Source: an optimization exercise on an open RTL-to-GDS flow (aim: small area, a short achievable clock period and few clock cycles). Production flows keep margins and buffers that such runs may drop.

== run A ==
Design Integrate, start of the top module:
module Integrate(
input clock,
input reset,enter,
input [7:0]Nin,
input prog_we,
input [4:0]prog_addr,
input [7:0]prog_data,
output halt,
output [7:0]Nout,
output inwait
);
reg [7:0] mem [0:31];
reg [4:0] FA;       
reg [4:0] OA;       
reg [7:0] IR;       
reg       iok;      
reg [7:0] XI;       
reg       vX;       
reg [7:0] OPR;      
reg       tk;       
reg       df;       
reg       ok;       
reg       inr;      
reg       started;  
reg [7:0] A;
reg       Z;        
wire [2:0] xop = XI[7:5];
wire [4:0] xa  = XI[4:0];
reg       halt_r, inwait_r;
assign halt   = halt_r;
assign inwait = inwait_r;
assign Nout   = A;
wire stall  = vX & ((xop == 3'd7) | ((xop == 3'd4) & ~(enter & started)));
wire xstore = vX & (xop == 3'd1) & reset;
reg [7:0] An;
reg       Zn;
wire [7:0] axo = A ^ OPR;
wire [7:0] aor = A | OPR;
wire       sum0 = (axo == {aor[6:0], 1'b0});
function [4:0] inc5;
	input [4:0] x;
	inc5 = {x[4] ^ (&x[3:0]), x[3] ^ (&x[2:0]), x[2] ^ (&x[1:0]), x[1] ^ x[0], ~x[0]};
endfunction
wire       xas = vX & ((xop == 3'd2) | (xop == 3'd3));
wire       xin = vX & (xop == 3'd4);
reg        Sf, Zf;
always @* begin
	Sf = A[7];
	Zf = Z;
	if (vX)
		case (xop)
		3'd0: begin Sf = OPR[7]; Zf = (OPR == 8'd0); end
		3'd4: Sf = Nin[7];
		default: ;
		endcase
end
always @* begin
	An = A;
	Zn = Z;
	if (vX)
		case (xop)
		3'd0: begin An = OPR; Zn = (OPR == 8'd0); end
		3'd2: begin An = A + OPR; Zn = sum0; end
		3'd3: begin An = A - OPR; Zn = (A == OPR); end
		3'd4: if (enter & started) begin An = Nin; Zn = (Nin == 8'd0); end
		default: ;
		endcase
end
wire [7:0] Oi    = tk ? OPR : IR;
wire       vO    = tk | iok;
wire       hzn   = vO & (Oi[7:5] == 3'd1) & (Oi[4:0] == FA);
wire       tkn   = vO & ~xas & (((Oi[7:5] == 3'd5) & ~xin & Zf) | ((Oi[7:5] == 3'd6) & ~Sf));
wire       dfn   = vO & ((xas & ((Oi[7:5] == 3'd5) | (Oi[7:5] == 3'd6))) | (xin & (Oi[7:5] == 3'd5)));
wire       mis   = df & ((xop == 3'd5) ? Z : ~A[7]);
  ...
Size in the first run: about 310 flip-flops, about 35 I/O pins, about 0.017 sq mm of cells after synthesis.
clock: 5.0 ns
lec_check: 0
cap_margin: 20
core_margin: 2
core_utilization: 40
cts_cluster_diameter: 100
cts_cluster_size: 26
setup_slack_margin: 2.4
slew_margin: 20
synth_hierarchical: 1
run.sh (not shown) runs the stock make flow with config.mk's settings and CLKGATE_MAP_FILE= SYNTH_SCRIPT=/design/flow/synth_recipe.tcl, a recipe that flattens the netlist after the stock synthesis.
The following lists how run B was set up differently from run A:
Settings: SETUP_SLACK_MARGIN changed from 2.4 to 2.6.
### Flow results
The worst hold slack on run B is in line with that on run A. Looking at shortest clock period the worst path allows after layout across both flows, run B is the stronger of the two, with run A trailing. Run A → run B: via count of the first global-routing pass increased by 497 relative to the old numbers, fraction of final layout cells sized beyond drive strength 1 increased by 6.7 points relative to the old numbers. The run with more routed wire is run B, not run A. Relative to run A, the utilization of run B is higher by 2.9 points. In the tables for run A and run B, global-route usage reads higher with run B. Taking run A as the reference, in run B routed wire length per instance went up; setup slack went up; summed area of non-filler cells in the final layout went up.
Function was not checked in any run of this note: the RTL went through the layout flow alone.

========
## v11
The RTL this note starts from:
==> flow/design.v <==
module Integrate(
input clock,
input reset,enter,
input [7:0]Nin,
input prog_we,
input [4:0]prog_addr,
input [7:0]prog_data,
output halt,
output [7:0]Nout,
output inwait
);
reg [7:0] mem [0:31];
reg [4:0] FA;       
reg [4:0] OA;       
reg [7:0] IR;       
reg       iok;      
reg [7:0] XI;       
reg       vX;       
reg [7:0] OPR;      
reg       tk;       
reg       df;       
reg       ok;       
reg       inr;      
reg       started;  
reg [7:0] A;
reg       Z;        
wire [2:0] xop = XI[7:5];
wire [4:0] xa  = XI[4:0];
reg       halt_r, inwait_r;
assign halt   = halt_r;
assign inwait = inwait_r;
assign Nout   = A;
wire stall  = vX & ((xop == 3'd7) | ((xop == 3'd4) & ~(enter & started)));
wire xstore = vX & (xop == 3'd1) & reset;
reg [7:0] An;
reg       Zn;
wire [7:0] axo = A ^ OPR;
wire [7:0] aor = A | OPR;
wire       sum0 = (axo == {aor[6:0], 1'b0});
function [4:0] inc5;
	input [4:0] x;
	inc5 = {x[4] ^ (&x[3:0]), x[3] ^ (&x[2:0]), x[2] ^ (&x[1:0]), x[1] ^ x[0], ~x[0]};
endfunction
wire       xas = vX & ((xop == 3'd2) | (xop == 3'd3));
wire       xin = vX & (xop == 3'd4);
reg        Sf, Zf;
always @* begin
	Sf = A[7];
	Zf = Z;
	if (vX)
		case (xop)
		3'd0: begin Sf = OPR[7]; Zf = (OPR == 8'd0); end
		3'd4: Sf = Nin[7];
		default: ;
		endcase
end
always @* begin
	An = A;
	Zn = Z;
	if (vX)
		case (xop)
		3'd0: begin An = OPR; Zn = (OPR == 8'd0); end
		3'd2: begin An = A + OPR; Zn = sum0; end
		3'd3: begin An = A - OPR; Zn = (A == OPR); end
		3'd4: if (enter & started) begin An = Nin; Zn = (Nin == 8'd0); end
		default: ;
		endcase
end
wire [7:0] Oi    = tk ? OPR : IR;
wire       vO    = tk | iok;
wire [7:0] opnd  = (xstore && xa == OA) ? A : mem[OA];
wire [7:0] fword = (xstore && xa == FA) ? A : mem[FA];
wire       hzn   = vO & (Oi[7:5] == 3'd1) & (Oi[4:0] == FA);
wire       tkn   = vO & ~xas & (((Oi[7:5] == 3'd5) & ~xin & Zf) | ((Oi[7:5] == 3'd6) & ~Sf));
wire       dfn   = vO & ((xas & ((Oi[7:5] == 3'd5) | (Oi[7:5] == 3'd6))) | (xin & (Oi[7:5] == 3'd5)));
wire       mis   = df & ((xop == 3'd5) ? Z : ~A[7]);
wire [4:0] OAn   = tkn ? opnd[4:0] : fword[4:0];
wire [4:0] FAn   = tkn ? inc5(Oi[4:0]) : (hzn ? FA : inc5(FA));
wire       wr0 = prog_we && prog_addr == 5'd0;
wire [7:0] w0 = wr0 ? prog_data : mem[0];
wire [7:0] w1 = (prog_we && prog_addr == 5'd1) ? prog_data : mem[1];
wire       cap = prog_we && inr && prog_addr == xa;
wire       ok_n = ~wr0 & (cap | (ok & inr));
wire [7:0] opr_p = cap ? prog_data : OPR;
wire       tk_p = ok_n & ((xop == 3'd5) | (xop == 3'd6));
wire       hz_p = ok_n & (xop == 3'd1) & (xa == 5'd1);
wire [4:0] waddr = prog_we ? prog_addr : xa;
wire [7:0] wdata = prog_we ? prog_data : A;
always @(posedge clock)
	if (prog_we | xstore)
		mem[waddr] <= wdata;
always @(posedge clock) begin
	inr <= ~reset;
	if (!reset) begin
		ok <= ok_n;
		OPR <= opr_p;
		XI <= w0;
		IR <= ok_n ? w1 : w0;
		vX <= ok_n;
		iok <= ~hz_p;
		tk <= tk_p;
		df <= 1'b0;
		FA <= tk_p ? inc5(xa) : (ok_n & ~hz_p) ? 5'd2 : 5'd1;
		OA <= tk_p ? opr_p[4:0] : ok_n ? w1[4:0] : w0[4:0];
	end else if (mis) begin
		vX <= 1'b0;
		df <= 1'b0;
		tk <= 1'b1;
		iok <= 1'b1;
		FA <= inc5(xa);
		OA <= OPR[4:0];
	end else if (!stall) begin
		IR <= fword;
		XI <= Oi;
		OPR <= opnd;
		vX <= vO;
		iok <= ~hzn;
		tk <= tkn;
		df <= dfn;
		FA <= FAn;
		OA <= OAn;
	end
end
always @(posedge clock, negedge reset) begin
	if (!reset) begin
		started <= 1'b0;
		halt_r <= 1'b0;
		inwait_r <= 1'b0;
		A <= 8'd0;
		Z <= 1'b1;
	end else begin
		started <= 1'b1;
		if (mis) begin
			halt_r <= 1'b0;
			inwait_r <= 1'b0;
		end else if (stall) begin
			halt_r <= vX & (xop == 3'd7);
			inwait_r <= vX & (xop == 3'd4);
		end else begin
			halt_r <= vO & (Oi[7:5] == 3'd7);
			inwait_r <= vO & (Oi[7:5] == 3'd4);
		end
		A <= An;
		Z <= Zn;
	end
end
endmodule
==> flow/config.mk <==
export PLATFORM = sky130hd
export DESIGN_NAME = Integrate
export DESIGN_NICKNAME = Integrate
export VERILOG_FILES = /design/flow/design.v
export SDC_FILE = /design/flow/constraint.sdc
export NUM_CORES = 4
export LEC_CHECK = 0
export CAP_MARGIN = 20
export CORE_MARGIN = 2
export CORE_UTILIZATION = 40
export CTS_CLUSTER_DIAMETER = 100
export CTS_CLUSTER_SIZE = 30
export SETUP_SLACK_MARGIN = 2.4
export SLEW_MARGIN = 20
==> flow/constraint.sdc <==
create_clock -name core_clock -period 5.0 [get_ports {clock}]
set_input_delay 1.0000 -clock core_clock [delete_from_list [all_inputs] [get_ports {clock}]]
set_output_delay 1.0000 -clock core_clock [all_outputs]
set_load 0.01 [all_outputs]
Changes in v28 relative to v11:
-- flow/config.mk --
<<< v11, line 11
export CTS_CLUSTER_DIAMETER = 100
export CTS_CLUSTER_SIZE = 30
export SETUP_SLACK_MARGIN = 2.4
export SLEW_MARGIN = 20
>>> v28, line 11
export CTS_CLUSTER_DIAMETER = 100
export CTS_CLUSTER_SIZE = 26
export SETUP_SLACK_MARGIN = 2.6
export SLEW_MARGIN = 20
Notes after the runs:
- Against v11, v28 comes in about 4% higher on wire length of the first global-routing pass.
- Vias per cell essentially unchanged between v11 and v28.
- Summary of v28 over v11: count of plain and timing-repair buffers went up by 38%; final critical path time including I/O delays and setup grew by 0.042 ns.
- The final layout from v28, which completed every stage, passed the timing, DRC and antenna checks at the end of the flow.
- For v11, the startpoint-to-endpoint class of the critical path was input pin to register, unlike v28, where it was register to register.
The inputs of v6 differ from those of v28 as listed below.
-- flow/config.mk --
<<< v28, line 7
export LEC_CHECK = 0
export CAP_MARGIN = 20
export CORE_MARGIN = 2
>>> v6, line 7
export LEC_CHECK = 0
export CAP_MARGIN = 5
export CORE_MARGIN = 2
<<< v28, line 12
export CTS_CLUSTER_SIZE = 26
export SETUP_SLACK_MARGIN = 2.6
export SLEW_MARGIN = 20
>>> v6, line 12
export CTS_CLUSTER_SIZE = 26
export SETUP_SLACK_MARGIN = 2.4
export SLEW_MARGIN = 5
==> comparison <==
Clock-buffer cell count: v6 vs v28 down 1. [compare] base=v28 new=v6: number of gates given a new drive strength after cts -90; setup slack +0.013 ns.
--- input diff v6..v52 ---
-- flow/config.mk --
<<< v6, line 7
export LEC_CHECK = 0
export CAP_MARGIN = 5
export CORE_MARGIN = 2
>>> v52, line 7
export LEC_CHECK = 0
export CAP_MARGIN = 20
export CORE_MARGIN = 2
<<< v6, line 12
export CTS_CLUSTER_SIZE = 26
export SETUP_SLACK_MARGIN = 2.4
export SLEW_MARGIN = 5
>>> v52, line 12
export CTS_CLUSTER_SIZE = 26
export SETUP_SLACK_MARGIN = 2.2
export SLEW_MARGIN = 20
## What came out
The number of iterations in the first detailed-routing pass on v6 is in line with that on v52. Side by side, global-route wire length before repair turned out lower in v52 than in v6. Relative to v6, via count has gone down in v52. v6 has a higher total clock buffers created by CTS than v52. On final standard cell area without fillers, v6 loses to v52. The met3 track demand over resource in global routing of v52 is higher than that of v6. v52: signed area change from the synthesized netlist to the final layout lower than v6. [compare] base=v6 new=v52: aggregate routed wire length fell about 4.4%, post-route worst hold slack went down 0.0080 ns.
No run of this note included a check of the RTL's function; only the layout flow was run.

[separate check: timing with driven ports]
The results above use ideal ports. As a check the final layouts listed here were re-extracted and re-timed, cells and wires unchanged.
Step 1 assumes that a clkbuf_16 drives the clock port and a buf_2 every other input.
Step 2 adds t to the input delays and takes it off the output delays; t is the mean of the earliest and latest rising clock arrival at the registers after step 1. Input paths then give back, and output paths get back, about the clock's delay inside the block.
Slacks: ideal ports / drivers / drivers and shift; pairs: ideal ports / drivers.
run | t, ns | setup WS [ns] | worst data-port slew with drivers (ns)
run A | 0.563 | 2.177 / 2.177 / 1.691 | 0.06
run B | 0.565 | 2.204 / 2.204 / 1.700 | 0.05
v11 | 0.573 | 2.385 / 2.380 / 1.844 | 0.09
v28 | 0.575 | 2.343 / 2.343 / 1.896 | 0.09
v6 | 0.584 | 2.357 / 2.357 / 1.836 | 0.08
v52 | 0.581 | 2.176 / 2.120 / 1.653 | 0.09
After both steps every run listed still meets setup and hold. The setup slack of v11, which loses most, moves by -0.005 ns with the drivers and by -0.541 ns with both steps.
